From an optimization exercise on the open Yosys and OpenROAD flow, aimed at small area and a short achievable clock period; shortcuts taken in it are not production practice.
No run shown here included a check of the RTL's function; only the layout flow was run.
No activity file was given, so power comes from the tool's default toggle rates.

**flow/flow/run.sh**
```bash
#!/bin/bash
# The standard layout, with the port buffers that buffer_ports inserts made
# sky130_fd_sc_hd__buf_1 instead of the cell it picks on its own.
set -euo pipefail
bash standard.sh BUFFER_PORTS_ARGS="-buffer_cell sky130_fd_sc_hd__buf_1" finish > standard_make.log 2>&1
```
**flow/standard.sh**
```bash
#!/bin/bash
# synth_recipe.tcl (not shown) runs the flow's synth.tcl, then flattens the netlist and writes it again
# the make line also repeats each setting of config.mk as NAME=value (left out here)
make -C /OpenROAD-flow-scripts/flow DESIGN_CONFIG=/design/flow/config.mk WORK_HOME=/design/flow/orfs CLKGATE_MAP_FILE= SYNTH_SCRIPT=/design/flow/synth_recipe.tcl "${@:-finish}"
```
**flow/config.mk**
```make
export PLATFORM = sky130hd
export DESIGN_NAME = BLOCK_ULA_OPS
export DESIGN_NICKNAME = BLOCK_ULA_OPS
export VERILOG_FILES = /design/flow/design.v
export SDC_FILE = /design/flow/constraint.sdc
export NUM_CORES = 4
export LEC_CHECK = 0
export CAP_MARGIN = 20
export CORE_MARGIN = 2
export CORE_UTILIZATION = 55
export PLACE_DENSITY = 0.7
export SETUP_SLACK_MARGIN = 0.9
export SLEW_MARGIN = 20
export SYNTH_HIERARCHICAL = 1
```
**flow/constraint.sdc**
```tcl
create_clock -name core_clock -period 11.0 [get_ports {clk}]
set_input_delay 2.2000 -clock core_clock [delete_from_list [all_inputs] [get_ports {clk}]]
set_output_delay 2.2000 -clock core_clock [all_outputs]
set_load 0.01 [all_outputs]
```
**flow/design.v**
```verilog
module ULA_FA (input a, input b, input c, output s, output co);
    assign s = a ^ b ^ c;
    assign co = (a & b) | (a & c) | (b & c);
endmodule
module ULA_HS (input a, input b, output s);
    assign s = ~(a ^ b);
endmodule
module ULA_HC (input a, input b, output co);
    assign co = a | b;
endmodule
module BLOCK_ULA_OPS #(
    parameter DATA_WIDTH = 8,
    parameter ADDR_WIDTH = 12,
    parameter ULA_WIDTH = 24
    ) (
        input clk,
        input [(ADDR_WIDTH-1):0] MUX_REG1_IN,                    
        input [(DATA_WIDTH-1):0] REG1_IN,
        input [(DATA_WIDTH-1):0] MUX_REG2_IN_0,  
        input [(ADDR_WIDTH-1):0] MUX_REG2_IN_1,  
        input [(ADDR_WIDTH-1):0] MUX_REG2_IN_2,  
        input [(DATA_WIDTH-1):0] REG2_IN,
        output wire [(ULA_WIDTH-1):0] ULA_OUT,
        output reg REG_COMP_OUT,
        output reg REG_OVERFLOW_OUT,
        input [1:0] SEL_MUX1,
        input [1:0] SEL_MUX2,
        input CTRL_REG_OP1, CTRL_REG_OP2,
        input CTRL_REG_OVERFLOW, CTRL_REG_COMP,
        input [3:0] SEL_ULA
    );
reg [(DATA_WIDTH-1):0] REG1_OUT, REG2_OUT;
    always @ (posedge clk)  
    begin
        if(CTRL_REG_OP1)
            REG1_OUT <= REG1_IN;
    end
    always @ (posedge clk)  
    begin
        if(CTRL_REG_OP2)
            REG2_OUT <= REG2_IN;
    end
    wire ahi = (SEL_MUX1 == 2'b01);
    wire [11:0] a12 = (SEL_MUX1 == 2'b00) ? 12'h000 :
                      (SEL_MUX1 == 2'b01) ? 12'hFFF :
                      (SEL_MUX1 == 2'b10) ? MUX_REG1_IN :
                                            {4'h0, REG1_OUT};
    wire [11:0] b12 = (SEL_MUX2 == 2'b00) ? MUX_REG2_IN_2 :
                      (SEL_MUX2 == 2'b01) ? MUX_REG2_IN_1 :
                      (SEL_MUX2 == 2'b10) ? {4'h0, MUX_REG2_IN_0} :
                                            {4'h0, REG2_OUT};
    wire op_mul = (SEL_ULA == 4'd2);
    wire mneg = op_mul & ahi;
    wire op_brow = (SEL_ULA == 4'd0) || (SEL_ULA == 4'd1) || (SEL_ULA == 4'd5) ||
                   (SEL_ULA == 4'd6) || (SEL_ULA == 4'd7) || (SEL_ULA == 4'd8);
    genvar gi, gj;
    wire mul_j = op_mul & (SEL_MUX1 == 2'b10);
    wire mul_r = op_mul & (SEL_MUX1 == 2'b11);
    wire [11:0] am = ({12{mul_j}} & MUX_REG1_IN) | ({12{mul_r}} & {4'h0, REG1_OUT});
    reg [3:0] tt_e, tt_o;
    reg cin;
    always @* begin
        cin = 1'b0;
        tt_e = 4'b0000;
        case (SEL_ULA)
            4'd0, 4'd4:  tt_e = 4'b1100;                    
            4'd1:        begin tt_e = 4'b0011; cin = 1'b1; end  
            4'd2:        begin tt_e = {1'b0, mneg, 1'b0, mneg}; cin = mneg; end  
            4'd6:        tt_e = 4'b1111;
            4'd7:        cin = 1'b1;
            4'd12:       tt_e = 4'b0011;                    
            4'd13:       tt_e = 4'b1000;                    
            4'd14:       tt_e = 4'b1110;                    
            4'd15:       tt_e = 4'b0110;                    
            default:     tt_e = 4'b0000;
        endcase
        tt_o = (SEL_ULA == 4'd8) ? 4'b1111 : tt_e;
    end
    wire [11:0] x;
    generate for (gi = 0; gi < 12; gi = gi + 1) begin : g_x
        wire [3:0] tt = gi[0] ? tt_o : tt_e;
        assign x[gi] = (tt[3] & a12[gi] & b12[gi]) | (tt[2] & a12[gi] & ~b12[gi]) |
                       (tt[1] & ~a12[gi] & b12[gi]) | (tt[0] & ~a12[gi] & ~b12[gi]);
    end endgenerate
    wire hf = ((SEL_ULA == 4'd0) || (SEL_ULA == 4'd4) || (SEL_ULA == 4'd14) || (SEL_ULA == 4'd15)) ? ahi :
              ((SEL_ULA == 4'd1) || (SEL_ULA == 4'd12)) ? ~ahi :
              (SEL_ULA == 4'd6) || mneg;
    wire ha = (SEL_ULA == 4'd8);
    wire [23:12] h = {12{hf}} | ({12{ha}} & 12'hAAA);
    wire [11:0] ppn [0:11];
    generate for (gi = 0; gi < 12; gi = gi + 1) begin : g_pp
        for (gj = 0; gj < 12; gj = gj + 1) begin : g_ppj
            if (gj == 1 && gi < 11)
                assign ppn[gi][gj] = ~((b12[gi] & am[gj]) | x[gi + 1]);
            else if (gj == 11 && gi > 0)
                assign ppn[gi][gj] = ~((b12[gi] & am[gj]) | h[gi + 11]);
            else if (gj == 0)
                assign ppn[gi][gj] = ~((b12[gi] & am[gj]) | (b12[gi] & op_brow));
            else
                assign ppn[gi][gj] = ~(b12[gi] & am[gj]);
        end
    end endgenerate
    wire [11:0] xn = ~x;
    wire cinn = ~cin;
    wire hn23 = ~h[23];
    wire ts_1, tc_2, ts_3, tc_4, ts_5, tc_6, ts_7, tc_8, ts_9, tc_10, ts_11, tc_12, ts_13, tc_14, ts_15, tc_16, ts_17, tc_18, ts_19, tc_20, ts_21, tc_22, ts_23, tc_24, ts_25, tc_26, ts_27, tc_28, ts_29, tc_30, ts_31, tc_32, ts_33, tc_34, ts_35, tc_36, ts_37, tc_38, ts_39, tc_40, ts_43, tc_44, ts_45, tc_46, ts_49, tc_50, ts_51, tc_52, ts_55, tc_56, ts_57, tc_58, ts_61, tc_62, ts_63, tc_64, ts_65, tc_66, ts_67, tc_68, ts_69, tc_70, ts_71, tc_72, ts_73, tc_74, ts_75, tc_76, ts_77, tc_78, ts_79, tc_80, ts_81, tc_82, ts_83, tc_84, ts_85, tc_86, ts_87, tc_88, ts_89, tc_90, ts_91, tc_92, ts_95, tc_96, ts_99, tc_100, ts_103, tc_104, ts_105, tc_106, ts_107, tc_108, ts_109, tc_110, ts_111, tc_112, ts_113, tc_114, ts_115, tc_116, ts_117, tc_118, ts_119, tc_120, ts_121, tc_122, ts_123, tc_124, ts_125, tc_126, ts_127, tc_128, ts_129, tc_130, ts_131, tc_132, ts_133, tc_134, ts_135, tc_136, ts_137, tc_138, ts_139, tc_140, ts_141, tc_142, ts_143, tc_144, ts_145, tc_146, ts_147, tc_148, ts_149, tc_150, ts_151, tc_152, ts_153, tc_154, ts_155, tc_156, ts_157, tc_158, ts_159, tc_160, ts_161, tc_162, ts_163, tc_164, ts_165, tc_166, ts_167, tc_168, ts_169, tc_170, ts_171, tc_172, ts_173, tc_174, ts_175, tc_176, ts_177, tc_178, ts_179, tc_180, ts_181, tc_182, ts_185, tc_186, ts_193, tc_194, ts_195, tc_196, ts_197, tc_198, ts_199, tc_200, ts_201, tc_202, ts_203, tc_204, ts_205, tc_206, ts_207, tc_208, ts_209, tc_210, ts_211, tc_212, ts_213, tc_214, ts_215, tc_216, ts_217, tc_218, ts_219, tc_220, ts_221, tc_222, ts_223, tc_224, ts_41, tc_42, ts_47, tc_48, ts_53, tc_54, ts_59, tc_60, ts_93, tc_94, ts_97, tc_98, ts_101, tc_102, ts_183, tc_184, ts_187, tc_188, ts_189, tc_190, ts_191, tc_192;
    ULA_FA fa0 (.a(ppn[0][9]), .b(ppn[1][8]), .c(ppn[2][7]), .s(ts_1), .co(tc_2));
    ULA_FA fa1 (.a(ppn[0][10]), .b(ppn[1][9]), .c(ppn[2][8]), .s(ts_3), .co(tc_4));
    ULA_FA fa2 (.a(ppn[3][7]), .b(ppn[4][6]), .c(ppn[5][5]), .s(ts_5), .co(tc_6));
    ULA_FA fa3 (.a(ppn[0][11]), .b(ppn[1][10]), .c(ppn[2][9]), .s(ts_7), .co(tc_8));
    ULA_FA fa4 (.a(ppn[3][8]), .b(ppn[4][7]), .c(ppn[5][6]), .s(ts_9), .co(tc_10));
    ULA_FA fa5 (.a(ppn[6][5]), .b(ppn[7][4]), .c(ppn[8][3]), .s(ts_11), .co(tc_12));
    ULA_FA fa6 (.a(ppn[2][10]), .b(ppn[3][9]), .c(ppn[4][8]), .s(ts_13), .co(tc_14));
    ULA_FA fa7 (.a(ppn[5][7]), .b(ppn[6][6]), .c(ppn[7][5]), .s(ts_15), .co(tc_16));
    ULA_FA fa8 (.a(ppn[8][4]), .b(ppn[9][3]), .c(ppn[10][2]), .s(ts_17), .co(tc_18));
    ULA_FA fa9 (.a(ppn[3][10]), .b(ppn[4][9]), .c(ppn[5][8]), .s(ts_19), .co(tc_20));
    ULA_FA fa10 (.a(ppn[6][7]), .b(ppn[7][6]), .c(ppn[8][5]), .s(ts_21), .co(tc_22));
    ULA_FA fa11 (.a(ppn[4][10]), .b(ppn[5][9]), .c(ppn[6][8]), .s(ts_23), .co(tc_24));
    ULA_FA fa12 (.a(ppn[0][6]), .b(ppn[1][5]), .c(ppn[2][4]), .s(ts_25), .co(tc_26));
    ULA_FA fa13 (.a(ppn[0][7]), .b(ppn[1][6]), .c(ppn[2][5]), .s(ts_27), .co(tc_28));
    ULA_FA fa14 (.a(ppn[3][4]), .b(ppn[4][3]), .c(ppn[5][2]), .s(ts_29), .co(tc_30));
    ULA_FA fa15 (.a(ppn[0][8]), .b(ppn[1][7]), .c(ppn[2][6]), .s(ts_31), .co(tc_32));
    ULA_FA fa16 (.a(ppn[3][5]), .b(ppn[4][4]), .c(ppn[5][3]), .s(ts_33), .co(tc_34));
    ULA_FA fa17 (.a(ppn[6][2]), .b(ppn[8][0]), .c(ppn[7][1]), .s(ts_35), .co(tc_36));
    ULA_FA fa18 (.a(ppn[3][6]), .b(ppn[4][5]), .c(ppn[5][4]), .s(ts_37), .co(tc_38));
    ULA_FA fa19 (.a(ppn[6][3]), .b(ppn[7][2]), .c(ppn[9][0]), .s(ts_39), .co(tc_40));
    ULA_FA fa20 (.a(ppn[6][4]), .b(ppn[7][3]), .c(ppn[8][2]), .s(ts_43), .co(tc_44));
    ULA_FA fa21 (.a(ppn[10][0]), .b(tc_2), .c(ts_3), .s(ts_45), .co(tc_46));
    ULA_FA fa22 (.a(ppn[9][2]), .b(ppn[11][0]), .c(tc_4), .s(ts_49), .co(tc_50));
    ULA_FA fa23 (.a(tc_6), .b(ts_7), .c(ts_9), .s(ts_51), .co(tc_52));
    ULA_FA fa24 (.a(ppn[11][1]), .b(ppn[1][11]), .c(tc_8), .s(ts_55), .co(tc_56));
    ULA_FA fa25 (.a(tc_10), .b(tc_12), .c(ts_13), .s(ts_57), .co(tc_58));
    ULA_FA fa26 (.a(ppn[9][4]), .b(ppn[10][3]), .c(ppn[11][2]), .s(ts_61), .co(tc_62));
    ULA_FA fa27 (.a(ppn[2][11]), .b(tc_14), .c(tc_16), .s(ts_63), .co(tc_64));
    ULA_FA fa28 (.a(tc_18), .b(ts_19), .c(ts_21), .s(ts_65), .co(tc_66));
    ULA_FA fa29 (.a(ppn[7][7]), .b(ppn[8][6]), .c(ppn[9][5]), .s(ts_67), .co(tc_68));
    ULA_FA fa30 (.a(ppn[10][4]), .b(ppn[11][3]), .c(ppn[3][11]), .s(ts_69), .co(tc_70));
    ULA_FA fa31 (.a(tc_20), .b(tc_22), .c(ts_23), .s(ts_71), .co(tc_72));
    ULA_FA fa32 (.a(ppn[5][10]), .b(ppn[6][9]), .c(ppn[7][8]), .s(ts_73), .co(tc_74));
    ULA_FA fa33 (.a(ppn[8][7]), .b(ppn[9][6]), .c(ppn[10][5]), .s(ts_75), .co(tc_76));
    ULA_FA fa34 (.a(ppn[11][4]), .b(ppn[4][11]), .c(tc_24), .s(ts_77), .co(tc_78));
    ULA_FA fa35 (.a(ppn[6][10]), .b(ppn[7][9]), .c(ppn[8][8]), .s(ts_79), .co(tc_80));
    ULA_FA fa36 (.a(ppn[9][7]), .b(ppn[10][6]), .c(ppn[11][5]), .s(ts_81), .co(tc_82));
    ULA_FA fa37 (.a(ppn[7][10]), .b(ppn[8][9]), .c(ppn[9][8]), .s(ts_83), .co(tc_84));
    ULA_FA fa38 (.a(ppn[0][4]), .b(ppn[1][3]), .c(ppn[2][2]), .s(ts_85), .co(tc_86));
    ULA_FA fa39 (.a(ppn[0][5]), .b(ppn[1][4]), .c(ppn[2][3]), .s(ts_87), .co(tc_88));
    ULA_FA fa40 (.a(ppn[3][2]), .b(ppn[5][0]), .c(ppn[4][1]), .s(ts_89), .co(tc_90));
    ULA_FA fa41 (.a(ppn[3][3]), .b(ppn[4][2]), .c(ppn[6][0]), .s(ts_91), .co(tc_92));
    ULA_FA fa42 (.a(ppn[7][0]), .b(tc_26), .c(ts_27), .s(ts_95), .co(tc_96));
    ULA_FA fa43 (.a(tc_28), .b(tc_30), .c(ts_31), .s(ts_99), .co(tc_100));
    ULA_FA fa44 (.a(tc_32), .b(tc_34), .c(ts_37), .s(ts_103), .co(tc_104));
    ULA_FA fa45 (.a(ts_39), .b(tc_36), .c(ts_41), .s(ts_105), .co(tc_106));
    ULA_FA fa46 (.a(tc_38), .b(tc_40), .c(ts_43), .s(ts_107), .co(tc_108));
    ULA_FA fa47 (.a(ts_45), .b(tc_42), .c(ts_47), .s(ts_109), .co(tc_110));
    ULA_FA fa48 (.a(tc_44), .b(ts_49), .c(tc_46), .s(ts_111), .co(tc_112));
    ULA_FA fa49 (.a(ts_51), .b(tc_48), .c(ts_53), .s(ts_113), .co(tc_114));
    ULA_FA fa50 (.a(tc_50), .b(ts_55), .c(tc_52), .s(ts_115), .co(tc_116));
    ULA_FA fa51 (.a(ts_57), .b(ts_59), .c(tc_54), .s(ts_117), .co(tc_118));
    ULA_FA fa52 (.a(ts_61), .b(tc_56), .c(tc_58), .s(ts_119), .co(tc_120));
    ULA_FA fa53 (.a(tc_60), .b(ts_63), .c(ts_65), .s(ts_121), .co(tc_122));
    ULA_FA fa54 (.a(tc_62), .b(ts_67), .c(ts_69), .s(ts_123), .co(tc_124));
    ULA_FA fa55 (.a(tc_64), .b(tc_66), .c(ts_71), .s(ts_125), .co(tc_126));
    ULA_FA fa56 (.a(tc_68), .b(ts_73), .c(ts_75), .s(ts_127), .co(tc_128));
    ULA_FA fa57 (.a(tc_70), .b(ts_77), .c(tc_72), .s(ts_129), .co(tc_130));
    ULA_FA fa58 (.a(ppn[5][11]), .b(tc_74), .c(tc_76), .s(ts_131), .co(tc_132));
    ULA_FA fa59 (.a(ts_79), .b(ts_81), .c(tc_78), .s(ts_133), .co(tc_134));
    ULA_FA fa60 (.a(ppn[10][7]), .b(ppn[11][6]), .c(ppn[6][11]), .s(ts_135), .co(tc_136));
    ULA_FA fa61 (.a(tc_80), .b(tc_82), .c(ts_83), .s(ts_137), .co(tc_138));
    ULA_FA fa62 (.a(ppn[8][10]), .b(ppn[9][9]), .c(ppn[10][8]), .s(ts_139), .co(tc_140));
    ULA_FA fa63 (.a(ppn[11][7]), .b(ppn[7][11]), .c(tc_84), .s(ts_141), .co(tc_142));
    ULA_FA fa64 (.a(ppn[9][10]), .b(ppn[10][9]), .c(ppn[11][8]), .s(ts_143), .co(tc_144));
    ULA_FA fa65 (.a(ppn[0][3]), .b(ppn[1][2]), .c(ppn[3][0]), .s(ts_145), .co(tc_146));
    ULA_FA fa66 (.a(ppn[4][0]), .b(ts_85), .c(ppn[3][1]), .s(ts_147), .co(tc_148));
    ULA_FA fa67 (.a(tc_86), .b(ts_87), .c(ts_89), .s(ts_149), .co(tc_150));
    ULA_FA fa68 (.a(tc_88), .b(ts_91), .c(tc_90), .s(ts_151), .co(tc_152));
    ULA_FA fa69 (.a(tc_92), .b(ts_95), .c(tc_94), .s(ts_153), .co(tc_154));
    ULA_FA fa70 (.a(tc_96), .b(ts_99), .c(tc_98), .s(ts_155), .co(tc_156));
    ULA_FA fa71 (.a(tc_100), .b(ts_103), .c(tc_102), .s(ts_157), .co(tc_158));
    ULA_FA fa72 (.a(tc_104), .b(ts_107), .c(tc_106), .s(ts_159), .co(tc_160));
    ULA_FA fa73 (.a(tc_108), .b(ts_111), .c(tc_110), .s(ts_161), .co(tc_162));
    ULA_FA fa74 (.a(tc_112), .b(ts_115), .c(ts_117), .s(ts_163), .co(tc_164));
    ULA_FA fa75 (.a(tc_116), .b(ts_119), .c(ts_121), .s(ts_165), .co(tc_166));
    ULA_FA fa76 (.a(ts_123), .b(tc_120), .c(tc_122), .s(ts_167), .co(tc_168));
    ULA_FA fa77 (.a(ts_127), .b(tc_124), .c(ts_129), .s(ts_169), .co(tc_170));
    ULA_FA fa78 (.a(tc_128), .b(ts_131), .c(ts_133), .s(ts_171), .co(tc_172));
    ULA_FA fa79 (.a(ts_135), .b(tc_132), .c(ts_137), .s(ts_173), .co(tc_174));
    ULA_FA fa80 (.a(ts_139), .b(tc_136), .c(ts_141), .s(ts_175), .co(tc_176));
    ULA_FA fa81 (.a(ppn[8][11]), .b(tc_140), .c(ts_143), .s(ts_177), .co(tc_178));
    ULA_FA fa82 (.a(ppn[10][10]), .b(ppn[11][9]), .c(ppn[9][11]), .s(ts_179), .co(tc_180));
    ULA_FA fa83 (.a(ppn[0][0]), .b(xn[0]), .c(cinn), .s(ts_181), .co(tc_182));
    ULA_FA fa84 (.a(ppn[0][2]), .b(ppn[2][0]), .c(ppn[1][1]), .s(ts_185), .co(tc_186));
    ULA_FA fa85 (.a(ts_93), .b(ts_151), .c(tc_150), .s(ts_193), .co(tc_194));
    ULA_FA fa86 (.a(ts_97), .b(tc_152), .c(ts_153), .s(ts_195), .co(tc_196));
    ULA_FA fa87 (.a(tc_154), .b(ts_155), .c(ts_101), .s(ts_197), .co(tc_198));
    ULA_FA fa88 (.a(tc_156), .b(ts_105), .c(ts_157), .s(ts_199), .co(tc_200));
    ULA_FA fa89 (.a(ts_109), .b(tc_158), .c(ts_159), .s(ts_201), .co(tc_202));
    ULA_FA fa90 (.a(ts_113), .b(tc_160), .c(ts_161), .s(ts_203), .co(tc_204));
    ULA_FA fa91 (.a(tc_114), .b(tc_162), .c(ts_163), .s(ts_205), .co(tc_206));
    ULA_FA fa92 (.a(tc_118), .b(ts_165), .c(tc_164), .s(ts_207), .co(tc_208));
    ULA_FA fa93 (.a(ts_125), .b(tc_166), .c(ts_167), .s(ts_209), .co(tc_210));
    ULA_FA fa94 (.a(tc_126), .b(tc_168), .c(ts_169), .s(ts_211), .co(tc_212));
    ULA_FA fa95 (.a(tc_130), .b(ts_171), .c(tc_170), .s(ts_213), .co(tc_214));
    ULA_FA fa96 (.a(tc_134), .b(ts_173), .c(tc_172), .s(ts_215), .co(tc_216));
    ULA_FA fa97 (.a(tc_138), .b(ts_175), .c(tc_174), .s(ts_217), .co(tc_218));
    ULA_FA fa98 (.a(tc_142), .b(ts_177), .c(tc_176), .s(ts_219), .co(tc_220));
    ULA_FA fa99 (.a(tc_144), .b(ts_179), .c(tc_178), .s(ts_221), .co(tc_222));
    ULA_FA fa100 (.a(ppn[11][10]), .b(ppn[10][11]), .c(tc_180), .s(ts_223), .co(tc_224));
    ULA_HS ha0s (.a(ts_1), .b(ppn[8][1]), .s(ts_41));
    ULA_HC ha0c (.a(ts_1), .b(ppn[8][1]), .co(tc_42));
    ULA_HS ha1s (.a(ts_5), .b(ppn[9][1]), .s(ts_47));
    ULA_HC ha1c (.a(ts_5), .b(ppn[9][1]), .co(tc_48));
    ULA_HS ha2s (.a(ts_11), .b(ppn[10][1]), .s(ts_53));
    ULA_HC ha2c (.a(ts_11), .b(ppn[10][1]), .co(tc_54));
    ULA_HS ha3s (.a(ts_15), .b(ts_17), .s(ts_59));
    ULA_HC ha3c (.a(ts_15), .b(ts_17), .co(tc_60));
    ULA_HS ha4s (.a(ts_25), .b(ppn[5][1]), .s(ts_93));
    ULA_HC ha4c (.a(ts_25), .b(ppn[5][1]), .co(tc_94));
    ULA_HS ha5s (.a(ts_29), .b(ppn[6][1]), .s(ts_97));
    ULA_HC ha5c (.a(ts_29), .b(ppn[6][1]), .co(tc_98));
    ULA_HS ha6s (.a(ts_33), .b(ts_35), .s(ts_101));
    ULA_HC ha6c (.a(ts_33), .b(ts_35), .co(tc_102));
    ULA_HS ha7s (.a(ppn[1][0]), .b(ppn[0][1]), .s(ts_183));
    ULA_HC ha7c (.a(ppn[1][0]), .b(ppn[0][1]), .co(tc_184));
    ULA_HS ha8s (.a(ts_145), .b(ppn[2][1]), .s(ts_187));
    ULA_HC ha8c (.a(ts_145), .b(ppn[2][1]), .co(tc_188));
    ULA_HS ha9s (.a(tc_146), .b(ts_147), .s(ts_189));
    ULA_HC ha9c (.a(tc_146), .b(ts_147), .co(tc_190));
    ULA_HS ha10s (.a(tc_148), .b(ts_149), .s(ts_191));
    ULA_HC ha10c (.a(tc_148), .b(ts_149), .co(tc_192));
    wire [23:0] row1 = {(hn23), tc_224, tc_222, tc_220, tc_218, tc_216, tc_214, tc_212, tc_210, tc_208, tc_206, tc_204, tc_202, tc_200, tc_198, tc_196, tc_194, tc_192, tc_190, tc_188, tc_186, tc_184, tc_182, ts_181};
    wire [23:0] row2 = {1'b1, ppn[11][11], ts_223, ts_221, ts_219, ts_217, ts_215, ts_213, ts_211, ts_209, ts_207, ts_205, ts_203, ts_201, ts_199, ts_197, ts_195, ts_193, ts_191, ts_189, ts_187, ts_185, ts_183, 1'b1};
    wire [23:0] cp = row1 ^ row2;
    wire [23:0] cg = row1 & row2;
    wire ag1 = cg[1] | (cp[1] & (cg[0] | cp[0]));
    wire ag2 = cg[3] | (cp[3] & cg[2]);
    wire ap2 = cp[3] & cp[2];
    wire ag3 = cg[5] | (cp[5] & cg[4]);
    wire ap3 = cp[5] & cp[4];
    wire ag4 = cg[7] | (cp[7] & cg[6]);
    wire ap4 = cp[7] & cp[6];
    wire ag5 = cg[2] | (cp[2] & ag1);
    wire ag6 = ag2 | (ap2 & ag1);
    wire ag7 = cg[6] | (cp[6] & ag3);
    wire ap7 = cp[6] & ap3;
    wire ag8 = ag4 | (ap4 & ag3);
    wire ap8 = ap4 & ap3;
    wire ag9 = cg[4] | (cp[4] & ag6);
    wire ag10 = ag3 | (ap3 & ag6);
    wire ag11 = ag7 | (ap7 & ag6);
    wire ag12 = ag8 | (ap8 & ag6);
    wire ag13 = cg[9] | (cp[9] & cg[8]);
    wire ap13 = cp[9] & cp[8];
    wire ag14 = cg[11] | (cp[11] & cg[10]);
    wire ap14 = cp[11] & cp[10];
    wire ag15 = cg[13] | (cp[13] & cg[12]);
    wire ap15 = cp[13] & cp[12];
    wire ag16 = cg[15] | (cp[15] & cg[14]);
    wire ap16 = cp[15] & cp[14];
    wire ag17 = cg[17] | (cp[17] & cg[16]);
    wire ap17 = cp[17] & cp[16];
    wire ag18 = cg[19] | (cp[19] & cg[18]);
    wire ap18 = cp[19] & cp[18];
    wire ag19 = cg[21] | (cp[21] & cg[20]);
    wire ap19 = cp[21] & cp[20];
    wire ag20 = cg[10] | (cp[10] & ag13);
    wire ap20 = cp[10] & ap13;
    wire ag21 = ag14 | (ap14 & ag13);
    wire ap21 = ap14 & ap13;
    wire ag22 = cg[14] | (cp[14] & ag15);
    wire ap22 = cp[14] & ap15;
    wire ag23 = ag16 | (ap16 & ag15);
    wire ap23 = ap16 & ap15;
    wire ag24 = cg[18] | (cp[18] & ag17);
    wire ap24 = cp[18] & ap17;
    wire ag25 = ag18 | (ap18 & ag17);
    wire ap25 = ap18 & ap17;
    wire ag26 = cg[22] | (cp[22] & ag19);
    wire ap26 = cp[22] & ap19;
    wire ag27 = cg[12] | (cp[12] & ag21);
    wire ap27 = cp[12] & ap21;
    wire ag28 = ag15 | (ap15 & ag21);
    wire ap28 = ap15 & ap21;
    wire ag29 = ag22 | (ap22 & ag21);
    wire ap29 = ap22 & ap21;
    wire ag30 = ag23 | (ap23 & ag21);
    wire ap30 = ap23 & ap21;
    wire ag31 = cg[20] | (cp[20] & ag25);
    wire ap31 = cp[20] & ap25;
    wire ag32 = ag19 | (ap19 & ag25);
    wire ap32 = ap19 & ap25;
    wire ag33 = ag26 | (ap26 & ag25);
    wire ap33 = ap26 & ap25;
    wire ag34 = cg[16] | (cp[16] & ag30);
    wire ap34 = cp[16] & ap30;
    wire ag35 = ag17 | (ap17 & ag30);
    wire ap35 = ap17 & ap30;
    wire ag36 = ag24 | (ap24 & ag30);
    wire ap36 = ap24 & ap30;
    wire ag37 = ag25 | (ap25 & ag30);
    wire ap37 = ap25 & ap30;
    wire ag38 = ag31 | (ap31 & ag30);
    wire ap38 = ap31 & ap30;
    wire ag39 = ag32 | (ap32 & ag30);
    wire ap39 = ap32 & ap30;
    wire ag40 = ag33 | (ap33 & ag30);
    wire ap40 = ap33 & ap30;
    wire ag41 = cg[8] | (cp[8] & ag12);
    wire ag42 = ag13 | (ap13 & ag12);
    wire ag43 = ag20 | (ap20 & ag12);
    wire ag44 = ag21 | (ap21 & ag12);
    wire ag45 = ag27 | (ap27 & ag12);
    wire ag46 = ag28 | (ap28 & ag12);
    wire ag47 = ag29 | (ap29 & ag12);
    wire ag48 = ag30 | (ap30 & ag12);
    wire ag49 = ag34 | (ap34 & ag12);
    wire ag50 = ag35 | (ap35 & ag12);
    wire ag51 = ag36 | (ap36 & ag12);
    wire ag52 = ag37 | (ap37 & ag12);
    wire ag53 = ag38 | (ap38 & ag12);
    wire ag54 = ag39 | (ap39 & ag12);
    wire ag55 = ag40 | (ap40 & ag12);
    wire [23:0] res;
    assign res[0] = cp[0];
    assign res[1] = ~(cp[1] ^ (cg[0] | cp[0]));
    assign res[2] = ~(cp[2] ^ ag1);
    assign res[3] = ~(cp[3] ^ ag5);
    assign res[4] = ~(cp[4] ^ ag6);
    assign res[5] = ~(cp[5] ^ ag9);
    assign res[6] = ~(cp[6] ^ ag10);
    assign res[7] = ~(cp[7] ^ ag11);
    assign res[8] = ~(cp[8] ^ ag12);
    assign res[9] = ~(cp[9] ^ ag41);
    assign res[10] = ~(cp[10] ^ ag42);
    assign res[11] = ~(cp[11] ^ ag43);
    assign res[12] = ~(cp[12] ^ ag44);
    assign res[13] = ~(cp[13] ^ ag45);
    assign res[14] = ~(cp[14] ^ ag46);
    assign res[15] = ~(cp[15] ^ ag47);
    assign res[16] = ~(cp[16] ^ ag48);
    assign res[17] = ~(cp[17] ^ ag49);
    assign res[18] = ~(cp[18] ^ ag50);
    assign res[19] = ~(cp[19] ^ ag51);
    assign res[20] = ~(cp[20] ^ ag52);
    assign res[21] = ~(cp[21] ^ ag53);
    assign res[22] = ~(cp[22] ^ ag54);
    assign res[23] = ~(cp[23] ^ ag55);
    assign ULA_OUT = res;
    wire [12:0] blt, bgt;
    assign blt[0] = 1'b0;
    assign bgt[0] = 1'b0;
    generate for (gi = 0; gi < 12; gi = gi + 1) begin : g_cmp
        assign blt[gi + 1] = (~b12[gi] & a12[gi]) | (~b12[gi] & blt[gi]) | (a12[gi] & blt[gi]);
        assign bgt[gi + 1] = (b12[gi] & ~a12[gi]) | (b12[gi] & bgt[gi]) | (~a12[gi] & bgt[gi]);
    end endgenerate
    wire comp = (SEL_ULA == 4'd9)  ? (~ahi & ~blt[12] & ~bgt[12]) :
                (SEL_ULA == 4'd10) ? (ahi | blt[12]) :
                (SEL_ULA == 4'd11) ? (~ahi & bgt[12]) :
                1'b0;
    wire ovf = ((SEL_ULA == 4'd0) || (SEL_ULA == 4'd2)) && (|ULA_OUT[23:8]);
    always @ (posedge clk)   
    begin
        if(CTRL_REG_COMP)
            REG_COMP_OUT <= comp;
    end
    always @ (posedge clk)  
    begin
        if(CTRL_REG_OVERFLOW)
            REG_OVERFLOW_OUT <= ovf;
    end
endmodule
```
==> key figures, run 1 <==
Floorplan
  – IO Pins: 99
  – Die height: 112 µm
  – Core area: 11400 µm²
  – Site Rows: 39
  – Die area: 12500 µm²
  – Die boundary width: 112 µm
  – Initial Utilization: 56.3%

Routing
  – Routed vias/inst: 6.22
  – Initial DRC Count: 484
  – Total wire length: 18600 µm
  – WL per Instance: 18.8 µm
  – Number of remaining DRC errors: 0
  – Via count: 6157
  – 1st-pass router iterations: 5
  – Antenna-violating nets left: 0

Pwr
  – Power per cell area: 77.7 nW/µm²
  – P_leak: 2.20 nW
  – Design Power: 562 µW
  – Peak supply drop: 0.0968 mV

Worst setup path
  – Crit-path slowest cell: mux4_2
  – Critical-path cell list: buf_2 -> mux4_2 -> nand2_1 -> fa_1 -> fa_1 -> fa_1 -> fa_1 -> fa_1 -> ha_2 -> a21o_1 -> a21o_1 -> a21oi_4 -> o21ai_0 -> nor3_1 -> o21a_1 -> nor3b_2 -> nor2_1 -> xor2_1 -> buf_1
  – Worst setup EP type: output port
  – Crit Path Class: in -> out
  – Worst setup SP type: input port
  – Critical path required time: 8800 ps
  – Critical-path maximum fanout: 18
  – CP dominant cell by count: fa_1
  – CP peak stage delay: 770 ps
  – Arr. time, crit path: 7720 ps

Global route
  – Initial antenna violation count: 0
  – Pin count of the biggest net entering global routing: 37
  – First-pass GRT wire length: 30500 µm
  – Vias in the first global route: 6291
  – All-Layer GR Usage: 30.2%
  – Total gr overflow: 0

Clock tree
  – Num CTS Buffers: 3
  – CTS H-tree lvls: 1
  – Worst-path clk slew: 50 ps
  – Later-pin clock latency in the skew report: 250 ps
  – Clock sink total: 18
  – Root Buffer Master: clkbuf_16
  – TritonCTS clock tree: done
  – CTS Buffer Depth: 2

STA
  – Max Slew Vio Count: 0
  – Tightest Pin Transition: 897 ps
  – Post-layout min period: 9920 ps
  – Setup Skew: 3.29 ps
  – Final TNS setup: 0 ps
  – F_max: 0.101 GHz
  – Worst rel slew slack: 40.2%
  – Final period util: 90.2%
  – Final hold slack: 1480 ps
  – RSZ-0062 raised after global routing: yes
  – Finish-stage setup viols: 0
  – Setup WS post-layout: 1080 ps
  – Fin. Hold Viols: 0

Synthesis
  – Leading area contributor after synthesis: fa_1
  – Mapped Nets: 953
  – Number of enable flip-flop cells after synthesis: 18
  – Synth Warn #: 7
  – #FFs+latches synth: 18
  – Synth top area cells: fa_1 (33%), nand2_1 (9.3%), edfxtp_1 (8.5%), a21oi_1 (5.6%), ha_1 (4.3%)
  – Top cell type's share of synthesized area: 32.6%
  – Mapped Area: 6400 µm²
  – Main synth FF type: edfxtp_1
  – Syn Inst Count: 754
  – Syn_area_per_cell: 8.48 µm²
  – Distinct cells, synth: 63
  – Seq/Total Area, Yosys: 8.45%
  – Ys async rst share: 0%

Placement
  – Port Buffers: 98
  – Post-DP HPWL: 14600 µm
  – Placer Congestion: 0.936
  – Pre-CTS setup slack: 543 ps

Cells and area
  – ANT cells: 0
  – Area Overhead vs Synth: 13.1%
  – Fraction of layout cells with a size suffix above 1: 10.0%
  – Finished Core Util: 63.7%
  – Nets@finish: 1047

Min path
  – Worst min path class: reg -> reg

Run
  – Max Cap Viol: 0

Outcome
  – Run status: complete, no violations
## per-module statistics from Yosys, one instance, submodules excluded
module	cells	times used	cell area [µm²]	flip-flops and latches
BLOCK_ULA_OPS	631	1	4210	18
ULA_FA	1	101	20.0	0
ULA_HC	1	11	6.26	0
ULA_HS	1	11	8.76	0
## final cells by class
cell class / instances / area [µm²]
fillers: 1004 / 4130
clock inverters: 1 / 3.75
repair buffers: 140 / 694
inverters: 17 / 63.8
clock buffers: 3 / 75.1
multi-input cells: 668 / 5680
flip-flops and latches: 18 / 541
well taps: 143 / 179
## cell usage after synthesis (5+ instances only)
| master | count |
|---|---|
| ha_1 | 22 |
| or2_1 | 12 |
| buf_1 | 5 |
| nor2b_1 | 5 |
| nor2_1 | 40 |
| and2_1 | 6 |
| a211oi_1 | 9 |
| nand2_1 | 159 |
| nand2b_1 | 6 |
| o22ai_1 | 16 |
| a21oi_1 | 71 |
| clkbuf_1 | 42 |
| a31oi_1 | 7 |
| nand3_1 | 6 |
| a21o_1 | 15 |
| a211o_1 | 5 |
| fa_1 | 104 |
| o21ai_1 | 9 |
| inv_1 | 15 |
| edfxtp_1 | 18 |
| mux2i_1 | 25 |
| a22oi_1 | 8 |
| and3_1 | 9 |
| o211ai_1 | 5 |
| mux4_2 | 8 |
| xor2_1 | 12 |
| nor3_1 | 11 |
| xnor2_1 | 18 |
| o221ai_1 | 6 |
| o21a_1 | 7 |
| o21ai_0 | 21 |
## through the flow
stage | std cells | area [µm²]
2_1_floorplan | 754 | 6400
3_3_place_gp | 976 | 6990
3_5_place_dp | 976 | 6990
4_1_cts | 983 | 7110
5_1_grt | 990 | 7240
6_report | 990 | 7240
## path summary, 6_finish.rpt
| kind | from | end | slack (ps) | cells past startpoint |
|---|---|---|---|---|
| worst max-delay path | SEL_MUX2[0] | ULA_OUT[23] | 1080 | 19 |
| worst min-delay path | REG1_OUT[6] | REG_COMP_OUT | 1480 | 7 |
| worst max register to register | REG2_OUT[7] | REG_OVERFLOW_OUT | 4650 | 17 |
| worst min register to register | REG1_OUT[6] | REG_COMP_OUT | 1480 | 7 |
## power breakdown
| part | internal [mW] | leakage, nW | switching [mW] | total, mW |
|---|---|---|---|---|
| clock network | 0.0484 | 0.0385 | 0.0255 | 0.0738 |
| registers | 0.0816 | 0.177 | 0.00238 | 0.0840 |
| logic | 0.162 | 1.99 | 0.242 | 0.405 |
## timing repair
item	in CTS	in global routing
hold buffers	0	0
buffers inserted	3	7
resized for setup	5	22
setup endpoints to repair	7	10
## critical path: cells and delay by family
family,cells,cell delay (ps)
adder cells (fa/ha/maj),6,2650
buffers and inverters,2,430
AND/OR/NAND/NOR,4,560
multiplexers,1,770
XOR/XNOR,1,140
AO/OA/AOI/OAI,5,950
## placed cells by master, fill, tap and decap left out, types with 5 or more instances in the layout
cell type    n
and3_1       9
inv_1       15
mux2i_1     25
nand2_1    159
a21oi_1     68
mux4_2       8
ha_1        21
nor2_1      36
o21a_1       7
xnor2_1     18
a211oi_1     9
o211ai_1     5
nand2b_1     6
xor2_1      12
a31oi_1      7
or2_1       12
o22ai_1     16
a211o_1      5
a22oi_1      8
fa_1       104
o221ai_1     6
o21ai_0     21
nor3_1      11
a21o_1      15
o21ai_1      9
buf_4       40
buf_1       95
edfxtp_1    18
## sequential cells by signal, summed over array words and instances, names as in the netlist
name	count
REG1_OUT	8
REG_OVERFLOW_OUT	1
REG2_OUT	8
REG_COMP_OUT	1
## cell families after synthesis
kind of cell             count (synthesis)  share of synthesized area, %
multiplexers                            35                          7.08
buffers and inverters                   68                          4.11
AND/OR/NAND/NOR                        278                          19.6
AO/OA/AOI/OAI                          198                          19.6
XOR/XNOR                                30                          4.11
flip-flops                              18                          8.45
adder cells (fa/ha/maj)                127                          37.0
## per-layer routing
layer  vias to the layer above  wire [µm]  global-route usage [%]
met3                        41       1450                    3.86
met4                         0        480                    9.22
li1                       2832          -                       -
met1                      2993       7560                    40.1
met2                       291       9130                    51.8
met5                         -          0                       0
==> inputs of run 2 (changes only) <==
--- a/flow/design.v
+++ b/flow/design.v
@@ -58,3 +58,4 @@
     wire mul_r = op_mul & (SEL_MUX1 == 2'b11);
-    wire [11:0] am = ({12{mul_j}} & MUX_REG1_IN) | ({12{mul_r}} & {4'h0, REG1_OUT});
+    wire [11:0] am = ({12{mul_j}} & MUX_REG1_IN) | ({12{mul_r}} & {4'h0, REG1_OUT}) |
+                     {11'h000, op_brow};
     reg [3:0] tt_e, tt_o;
@@ -96,4 +97,2 @@
                 assign ppn[gi][gj] = ~((b12[gi] & am[gj]) | h[gi + 11]);
-            else if (gj == 0)
-                assign ppn[gi][gj] = ~((b12[gi] & am[gj]) | (b12[gi] & op_brow));
             else
@@ -240,83 +239,73 @@
     wire ap4 = cp[7] & cp[6];
-    wire ag5 = cg[2] | (cp[2] & ag1);
-    wire ag6 = ag2 | (ap2 & ag1);
-    wire ag7 = cg[6] | (cp[6] & ag3);
-    wire ap7 = cp[6] & ap3;
-    wire ag8 = ag4 | (ap4 & ag3);
-    wire ap8 = ap4 & ap3;
-    wire ag9 = cg[4] | (cp[4] & ag6);
-    wire ag10 = ag3 | (ap3 & ag6);
-    wire ag11 = ag7 | (ap7 & ag6);
-    wire ag12 = ag8 | (ap8 & ag6);
-    wire ag13 = cg[9] | (cp[9] & cg[8]);
-    wire ap13 = cp[9] & cp[8];
-    wire ag14 = cg[11] | (cp[11] & cg[10]);
-    wire ap14 = cp[11] & cp[10];
-    wire ag15 = cg[13] | (cp[13] & cg[12]);
-    wire ap15 = cp[13] & cp[12];
-    wire ag16 = cg[15] | (cp[15] & cg[14]);
-    wire ap16 = cp[15] & cp[14];
-    wire ag17 = cg[17] | (cp[17] & cg[16]);
-    wire ap17 = cp[17] & cp[16];
-    wire ag18 = cg[19] | (cp[19] & cg[18]);
-    wire ap18 = cp[19] & cp[18];
-    wire ag19 = cg[21] | (cp[21] & cg[20]);
-    wire ap19 = cp[21] & cp[20];
-    wire ag20 = cg[10] | (cp[10] & ag13);
-    wire ap20 = cp[10] & ap13;
-    wire ag21 = ag14 | (ap14 & ag13);
-    wire ap21 = ap14 & ap13;
-    wire ag22 = cg[14] | (cp[14] & ag15);
-    wire ap22 = cp[14] & ap15;
-    wire ag23 = ag16 | (ap16 & ag15);
-    wire ap23 = ap16 & ap15;
-    wire ag24 = cg[18] | (cp[18] & ag17);
-    wire ap24 = cp[18] & ap17;
-    wire ag25 = ag18 | (ap18 & ag17);
-    wire ap25 = ap18 & ap17;
-    wire ag26 = cg[22] | (cp[22] & ag19);
-    wire ap26 = cp[22] & ap19;
-    wire ag27 = cg[12] | (cp[12] & ag21);
-    wire ap27 = cp[12] & ap21;
-    wire ag28 = ag15 | (ap15 & ag21);
-    wire ap28 = ap15 & ap21;
-    wire ag29 = ag22 | (ap22 & ag21);
-    wire ap29 = ap22 & ap21;
-    wire ag30 = ag23 | (ap23 & ag21);
-    wire ap30 = ap23 & ap21;
-    wire ag31 = cg[20] | (cp[20] & ag25);
-    wire ap31 = cp[20] & ap25;
-    wire ag32 = ag19 | (ap19 & ag25);
-    wire ap32 = ap19 & ap25;
-    wire ag33 = ag26 | (ap26 & ag25);
-    wire ap33 = ap26 & ap25;
-    wire ag34 = cg[16] | (cp[16] & ag30);
-    wire ap34 = cp[16] & ap30;
-    wire ag35 = ag17 | (ap17 & ag30);
-    wire ap35 = ap17 & ap30;
-    wire ag36 = ag24 | (ap24 & ag30);
-    wire ap36 = ap24 & ap30;
-    wire ag37 = ag25 | (ap25 & ag30);
-    wire ap37 = ap25 & ap30;
-    wire ag38 = ag31 | (ap31 & ag30);
-    wire ap38 = ap31 & ap30;
-    wire ag39 = ag32 | (ap32 & ag30);
-    wire ap39 = ap32 & ap30;
-    wire ag40 = ag33 | (ap33 & ag30);
-    wire ap40 = ap33 & ap30;
-    wire ag41 = cg[8] | (cp[8] & ag12);
-    wire ag42 = ag13 | (ap13 & ag12);
-    wire ag43 = ag20 | (ap20 & ag12);
-    wire ag44 = ag21 | (ap21 & ag12);
-    wire ag45 = ag27 | (ap27 & ag12);
-    wire ag46 = ag28 | (ap28 & ag12);
-    wire ag47 = ag29 | (ap29 & ag12);
-    wire ag48 = ag30 | (ap30 & ag12);
-    wire ag49 = ag34 | (ap34 & ag12);
-    wire ag50 = ag35 | (ap35 & ag12);
-    wire ag51 = ag36 | (ap36 & ag12);
-    wire ag52 = ag37 | (ap37 & ag12);
-    wire ag53 = ag38 | (ap38 & ag12);
-    wire ag54 = ag39 | (ap39 & ag12);
-    wire ag55 = ag40 | (ap40 & ag12);
+    wire ag5 = cg[9] | (cp[9] & cg[8]);
+    wire ap5 = cp[9] & cp[8];
+    wire ag6 = cg[2] | (cp[2] & ag1);
+    wire ag7 = ag2 | (ap2 & ag1);
+    wire ag8 = cg[6] | (cp[6] & ag3);
+    wire ap8 = cp[6] & ap3;
+    wire ag9 = ag4 | (ap4 & ag3);
+    wire ap9 = ap4 & ap3;
+    wire ag10 = cg[4] | (cp[4] & ag7);
+    wire ag11 = ag3 | (ap3 & ag7);
+    wire ag12 = ag8 | (ap8 & ag7);
+    wire ag13 = ag9 | (ap9 & ag7);
+    wire ag14 = cg[8] | (cp[8] & ag13);
+    wire ag15 = ag5 | (ap5 & ag13);
+    wire ag16 = cg[11] | (cp[11] & cg[10]);
+    wire ap16 = cp[11] & cp[10];
+    wire ag17 = cg[13] | (cp[13] & cg[12]);
+    wire ap17 = cp[13] & cp[12];
+    wire ag18 = cg[15] | (cp[15] & cg[14]);
+    wire ap18 = cp[15] & cp[14];
+    wire ag19 = cg[17] | (cp[17] & cg[16]);
+    wire ap19 = cp[17] & cp[16];
+    wire ag20 = cg[19] | (cp[19] & cg[18]);
+    wire ap20 = cp[19] & cp[18];
+    wire ag21 = cg[21] | (cp[21] & cg[20]);
+    wire ap21 = cp[21] & cp[20];
+    wire ag22 = cg[12] | (cp[12] & ag16);
+    wire ap22 = cp[12] & ap16;
+    wire ag23 = ag17 | (ap17 & ag16);
+    wire ap23 = ap17 & ap16;
+    wire ag24 = cg[16] | (cp[16] & ag18);
+    wire ap24 = cp[16] & ap18;
+    wire ag25 = ag19 | (ap19 & ag18);
+    wire ap25 = ap19 & ap18;
+    wire ag26 = cg[20] | (cp[20] & ag20);
+    wire ap26 = cp[20] & ap20;
+    wire ag27 = ag21 | (ap21 & ag20);
+    wire ap27 = ap21 & ap20;
+    wire ag28 = cg[14] | (cp[14] & ag23);
+    wire ap28 = cp[14] & ap23;
+    wire ag29 = ag18 | (ap18 & ag23);
+    wire ap29 = ap18 & ap23;
+    wire ag30 = ag24 | (ap24 & ag23);
+    wire ap30 = ap24 & ap23;
+    wire ag31 = ag25 | (ap25 & ag23);
+    wire ap31 = ap25 & ap23;
+    wire ag32 = cg[22] | (cp[22] & ag27);
+    wire ap32 = cp[22] & ap27;
+    wire ag33 = cg[18] | (cp[18] & ag31);
+    wire ap33 = cp[18] & ap31;
+    wire ag34 = ag20 | (ap20 & ag31);
+    wire ap34 = ap20 & ap31;
+    wire ag35 = ag26 | (ap26 & ag31);
+    wire ap35 = ap26 & ap31;
+    wire ag36 = ag27 | (ap27 & ag31);
+    wire ap36 = ap27 & ap31;
+    wire ag37 = ag32 | (ap32 & ag31);
+    wire ap37 = ap32 & ap31;
+    wire ag38 = cg[10] | (cp[10] & ag15);
+    wire ag39 = ag16 | (ap16 & ag15);
+    wire ag40 = ag22 | (ap22 & ag15);
+    wire ag41 = ag23 | (ap23 & ag15);
+    wire ag42 = ag28 | (ap28 & ag15);
+    wire ag43 = ag29 | (ap29 & ag15);
+    wire ag44 = ag30 | (ap30 & ag15);
+    wire ag45 = ag31 | (ap31 & ag15);
+    wire ag46 = ag33 | (ap33 & ag15);
+    wire ag47 = ag34 | (ap34 & ag15);
+    wire ag48 = ag35 | (ap35 & ag15);
+    wire ag49 = ag36 | (ap36 & ag15);
+    wire ag50 = ag37 | (ap37 & ag15);
     wire [23:0] res;
@@ -325,23 +314,23 @@
     assign res[2] = ~(cp[2] ^ ag1);
-    assign res[3] = ~(cp[3] ^ ag5);
-    assign res[4] = ~(cp[4] ^ ag6);
-    assign res[5] = ~(cp[5] ^ ag9);
-    assign res[6] = ~(cp[6] ^ ag10);
-    assign res[7] = ~(cp[7] ^ ag11);
-    assign res[8] = ~(cp[8] ^ ag12);
-    assign res[9] = ~(cp[9] ^ ag41);
-    assign res[10] = ~(cp[10] ^ ag42);
-    assign res[11] = ~(cp[11] ^ ag43);
-    assign res[12] = ~(cp[12] ^ ag44);
-    assign res[13] = ~(cp[13] ^ ag45);
-    assign res[14] = ~(cp[14] ^ ag46);
-    assign res[15] = ~(cp[15] ^ ag47);
-    assign res[16] = ~(cp[16] ^ ag48);
-    assign res[17] = ~(cp[17] ^ ag49);
-    assign res[18] = ~(cp[18] ^ ag50);
-    assign res[19] = ~(cp[19] ^ ag51);
-    assign res[20] = ~(cp[20] ^ ag52);
-    assign res[21] = ~(cp[21] ^ ag53);
-    assign res[22] = ~(cp[22] ^ ag54);
-    assign res[23] = ~(cp[23] ^ ag55);
+    assign res[3] = ~(cp[3] ^ ag6);
+    assign res[4] = ~(cp[4] ^ ag7);
+    assign res[5] = ~(cp[5] ^ ag10);
+    assign res[6] = ~(cp[6] ^ ag11);
+    assign res[7] = ~(cp[7] ^ ag12);
+    assign res[8] = ~(cp[8] ^ ag13);
+    assign res[9] = ~(cp[9] ^ ag14);
+    assign res[10] = ~(cp[10] ^ ag15);
+    assign res[11] = ~(cp[11] ^ ag38);
+    assign res[12] = ~(cp[12] ^ ag39);
+    assign res[13] = ~(cp[13] ^ ag40);
+    assign res[14] = ~(cp[14] ^ ag41);
+    assign res[15] = ~(cp[15] ^ ag42);
+    assign res[16] = ~(cp[16] ^ ag43);
+    assign res[17] = ~(cp[17] ^ ag44);
+    assign res[18] = ~(cp[18] ^ ag45);
+    assign res[19] = ~(cp[19] ^ ag46);
+    assign res[20] = ~(cp[20] ^ ag47);
+    assign res[21] = ~(cp[21] ^ ag48);
+    assign res[22] = ~(cp[22] ^ ag49);
+    assign res[23] = ~(cp[23] ^ ag50);
     assign ULA_OUT = res;
--- a/flow/config.mk
+++ b/flow/config.mk
@@ -9,5 +9,4 @@
 export CORE_MARGIN = 2
-export CORE_UTILIZATION = 55
-export PLACE_DENSITY = 0.7
-export SETUP_SLACK_MARGIN = 0.9
+export CORE_UTILIZATION = 65
+export PLACE_DENSITY = 0.75
 export SLEW_MARGIN = 20
==> run 2 against run 1 <==
Worst setup slack lost 690 ps. First-iteration DRC count shrank 6.4%. Largest cell class unchanged. Register-to-register slack worse by 340 ps. Combinational power is 8.4% lower. Synthesized cell count down 13%. Sequential share of layout area grew 0.82 points. Hold slack worse by 150 ps. Critical endpoint unchanged. Final cell count fell by 13%. Clock power is 38% lower. Wire length fell by 10%. Utilization grew 11 points. Flip-flop and latch count unchanged.
==> key figures, run 2 <==
Outcome
  – Run status: complete, no violations

Floorplan
  – Site Rows: 34 (-13%)
  – Initial Utilization: 67.1% (+11 points)
  – Die boundary width: 99.1 µm (-11%)
  – Die height: 99.1 µm (-11%)
  – IO Pins: 99 (unchanged)
  – Die area: 9820 µm² (-21%)
  – Core area: 8760 µm² (-23%)

Min path
  – Worst min path class: reg -> reg

Synthesis
  – Seq/Total Area, Yosys: 9.20% (+0.74 points)
  – Syn Inst Count: 659 (-13%)
  – Synth top area cells: fa_1 (36%), nand2_1 (9.6%), edfxtp_1 (9.2%), ha_1 (4.7%), a21oi_1 (4.4%)
  – #FFs+latches synth: 18 (unchanged)
  – Top cell type's share of synthesized area: 35.8% (+3.2 points)
  – Number of enable flip-flop cells after synthesis: 18 (unchanged)
  – Syn_area_per_cell: 8.92 µm² (+5.1%)
  – Most frequent cell after synthesis: nand2_1
  – Ys async rst share: 0% (unchanged)
  – Top post-synthesis cells by count: nand2_1 (151), fa_1 (105), a21oi_1 (52)
  – Distinct cells, synth: 58 (-7.9%)
  – Synth Warn #: 7 (unchanged)
  – Main synth FF type: edfxtp_1
  – Mapped Nets: 859 (-9.9%)
  – Mapped Area: 5880 µm² (-8.1%)
  – Leading area contributor after synthesis: fa_1

Routing
  – Initial DRC Count: 453 (-6.4%)
  – 1st-pass router iterations: 5 (unchanged)
  – Antenna-violating nets left: 0 (unchanged)
  – Number of remaining DRC errors: 0 (unchanged)
  – Total wire length: 16700 µm (-10%)
  – Via count: 5559 (-9.7%)
  – Routed vias/inst: 6.44 (+3.6%)
  – WL per Instance: 19.3 µm (+2.7%)

Pwr
  – Power per cell area: 76.8 nW/µm² (-1.2%)
  – P_leak: 1.84 nW (-16%)
  – Peak supply drop: 0.0816 mV (-16%)

STA
  – Max Slew Vio Count: 0 (unchanged)
  – Setup Skew: 2.43 ps (-0.865 ps)
  – Final period util: 96.5% (+6.3 points)
  – Final TNS setup: 0 ps (unchanged)
  – RSZ-0062 raised after global routing: no
  – Finish-stage setup viols: 0 (unchanged)
  – Worst rel slew slack: 39.5% (-0.70 points)
  – F_max: 0.0942 GHz (-6.5%)
  – Tightest Pin Transition: 898 ps (+1.05 ps)
  – Post-layout min period: 10610 ps (+690 ps)
  – Fin. Hold Viols: 0 (unchanged)

Cells and area
  – Commonest non-fill, non-tap cell in the layout: nand2_1
  – Post-route cell area: 6520 µm² (-9.9%)
  – Biggest regs: REG1_OUT: 8 flops, REG2_OUT: 8 flops
  – Fraction of layout cells with a size suffix above 1: 7.42% (-2.6 points)
  – Nets@finish: 956 (-8.7%)
  – Area Overhead vs Synth: 11.0%
  – ANT cells: 0 (unchanged)
  – Commonest cells after routing, fill and taps aside: nand2_1 (151), fa_1 (105), buf_1 (98)

Global route
  – First-pass GRT wire length: 28100 µm (-8.1%)
  – Initial antenna violation count: 0 (unchanged)
  – Total gr overflow: 0 (unchanged)
  – Pin count of the biggest net entering global routing: 20 (-46%)
  – Vias in the first global route: 5796 (-7.9%)
  – All-Layer GR Usage: 35.9% (+5.7 points)

Clock tree
  – Worst-path clk slew: 70 ps (+20 ps)
  – Postcts setup bufs: 0 (-3)
  – Root Buffer Master: clkbuf_8
  – Clock sink total: 18 (unchanged)
  – Num CTS Buffers: 3 (unchanged)
  – CTS H-tree lvls: 1 (unchanged)
  – CTS Buffer Depth: 2 (unchanged)
  – Later-pin clock latency in the skew report: 250 ps (about the same)
  – Hold Buf Count CTS: 0 (unchanged)
  – TritonCTS clock tree: done

Placement
  – Placer Congestion: 1.05 (+12%)
  – Post-DP HPWL: 13700 µm (-6.3%)
  – Port Buffers: 98 (unchanged)
  – Placed Area: 6460 µm² (-7.5%)

Worst setup path
  – CP dominant cell by count: fa_1
  – CP Capture Point: ULA_OUT[23]
  – Worst setup SP type: input port
  – R2R Path End: REG_OVERFLOW_OUT
  – Worst setup EP type: output port
  – Crit path buf inv count: 3 (+1)
  – Crit path max-delay family: adder cells
  – Reg2Reg Setup Slack: 4310 ps (-340 ps)
  – Instance count on the critical path: 21 (+2)
  – Crit-path slowest cell: fa_1
  – Crit Path Class: in -> out
  – Critical path required time: 8800 ps (about the same)
  – Arr. time, crit path: 8410 ps (+690 ps)
  – Worst r2r src: REG2_OUT[7]
  – Critical-path maximum fanout: 12 (-6)
  – Critical-path cell list: buf_1 -> clkinv_1 -> nor2_1 -> and3_1 -> and2_1 -> nand2_1 -> fa_1 -> fa_1 -> fa_1 -> fa_1 -> fa_1 -> ha_1 -> a21o_1 -> nor2b_1 -> or4_1 -> a2111oi_2 -> nor3_1 -> or2_1 -> nor2_1 -> xor2_1 -> buf_1
  – Worst Setup SP: SEL_ULA[1]
  – CP peak stage delay: 550 ps (-220 ps)
  – Path depth of the worst reg2reg path: 19 (+2)

Run
  – Max Cap Viol: 0 (unchanged)
run 2: cell types whose count changed in the layout (fill, tap and decap cells not counted), moves of 6 or more:
cell      change
buf_4         -7
a221oi_1      +6
and3_1        -8
nor2b_1       +6
a21oi_1      -16
o22ai_1      -13
a22oi_1       -6
mux2i_1      -12
nand2_1       -8
run 2: Yosys stat by module (local to each module, per instance):
module,cells inside,cell area [µm²],flip-flops and latches,copies in the design
ULA_HS,1,8.76,0,11
ULA_HC,1,6.26,0,11
ULA_FA,1,20.0,0,101
BLOCK_ULA_OPS,536,3690,18,1
run 2: tightest hold or removal path, cell delays in order, from the launching register on:
cell and delay (ps):
edfxtp_1 360, o21ai_0 110, buf_4 170, nand2_1 80, nor2_1 40, o31ai_1 290, a31o_1 170
run 2: per-layer routing:
layer  wire length, µm  vias to the layer above  track usage (%)
met3              1580                       50             5.48
met4               498                        0             11.9
met2              8180                      308             60.6
met1              6420                     2725             48.0
li1                  -                     2476                -
met5                 0                        -                0
run 2: worst min path at each step:
stage                   endpoint   startpoint  slack (ps)  depth (start not counted)
global route        REG_COMP_OUT  REG1_OUT[7]        1410                          5
detailed placement  REG_COMP_OUT  REG1_OUT[7]        1310                          5
finish              REG_COMP_OUT  REG1_OUT[5]        1340                          6
global placement    REG_COMP_OUT  REG1_OUT[5]        1310                          6
floorplan           REG_COMP_OUT  REG1_OUT[7]        1050                          5
CTS                 REG_COMP_OUT  REG1_OUT[7]        1320                          5
run 2: cell type report:
class	count	area [µm²]
multi-input cells	586	5130
fillers	656	2240
repair buffers	131	616
flip-flops and latches	18	541
well taps	108	135
inverters	16	60.1
clock buffers	3	41.3
clock inverters	1	3.75
run 2: cell families (layout without fill, tap and decap cells):
family                     Yosys count  after routing  share of synthesized area (%)
AOI/OAI and AO/OA                  145            145                           15.8
xor gates and xnor gates            27             27                           4.02
adders and majority gates          128            128                           40.6
buffers and inverters               55            151                           3.81
DFF                                 18             18                           9.20
muxes                               29             29                           7.39
and+or+nand+nor                    257            257                           19.2
run 2: power breakdown:
part           total [mW]  leakage [nW]  internal, mW  switching, mW
sequential         0.0838         0.177        0.0815        0.00233
combinational       0.371          1.64         0.146          0.225
clock              0.0457        0.0231        0.0247         0.0210
total               0.501          1.84         0.252          0.248
run 2: through the flow:
step / total power [mW] / util (%) / hold slack (ps) / worst slack (ps) / cells
floorplan: 0.340 / - / 1050 / 712 / 659
global placement: 0.439 / 73.8 / 1310 / 392 / 859
detailed placement: 0.451 / 73.8 / 1310 / 166 / 859
CTS: 0.498 / 74.3 / 1320 / 143 / 863
global route: 0.542 / 74.4 / 1410 / 104 / 863
finish: 0.501 / 74.4 / 1340 / 388 / 863
run 2: repair_timing:
item                       4_1_cts  5_1_grt
setup endpoints to repair        0        2
gates resized for setup          0        4
hold endpoints to repair         0        0

-- port drivers added, routing unchanged --
The results above use ideal ports. As a check the final layouts listed here were re-extracted and re-timed, cells and wires unchanged. Step 1 sets driving cells, clkbuf_16 on the clock port and buf_2 on the other inputs (assumed; they add their load-dependent delay and slew). Step 2 times the ports against the registers' clock, not the clock port: input delays grow and output delays shrink by t, the midpoint of the rising clock arrivals with the driver on. a / b / c = no drivers / after step 1 / after step 2; a / b = the first two.
| run | t, ns | slack for setup (ns) | worst setup path at the end | clock arrival spread, ns | pins driven straight from the clock port |
|---|---|---|---|---|---|
| run 1 | 0.282 | 1.078 / 1.052 / 1.052 | input to output | 0.004 / 0.004 | 1 |
| run 2 | 0.271 | 0.388 / 0.367 / 0.367 | input to output | 0.003 / 0.003 | 1 |
After both steps every run listed still meets setup and hold. For run 1, which loses most, drivers alone change the setup slack by -0.026 ns; drivers and shift together by -0.026 ns.
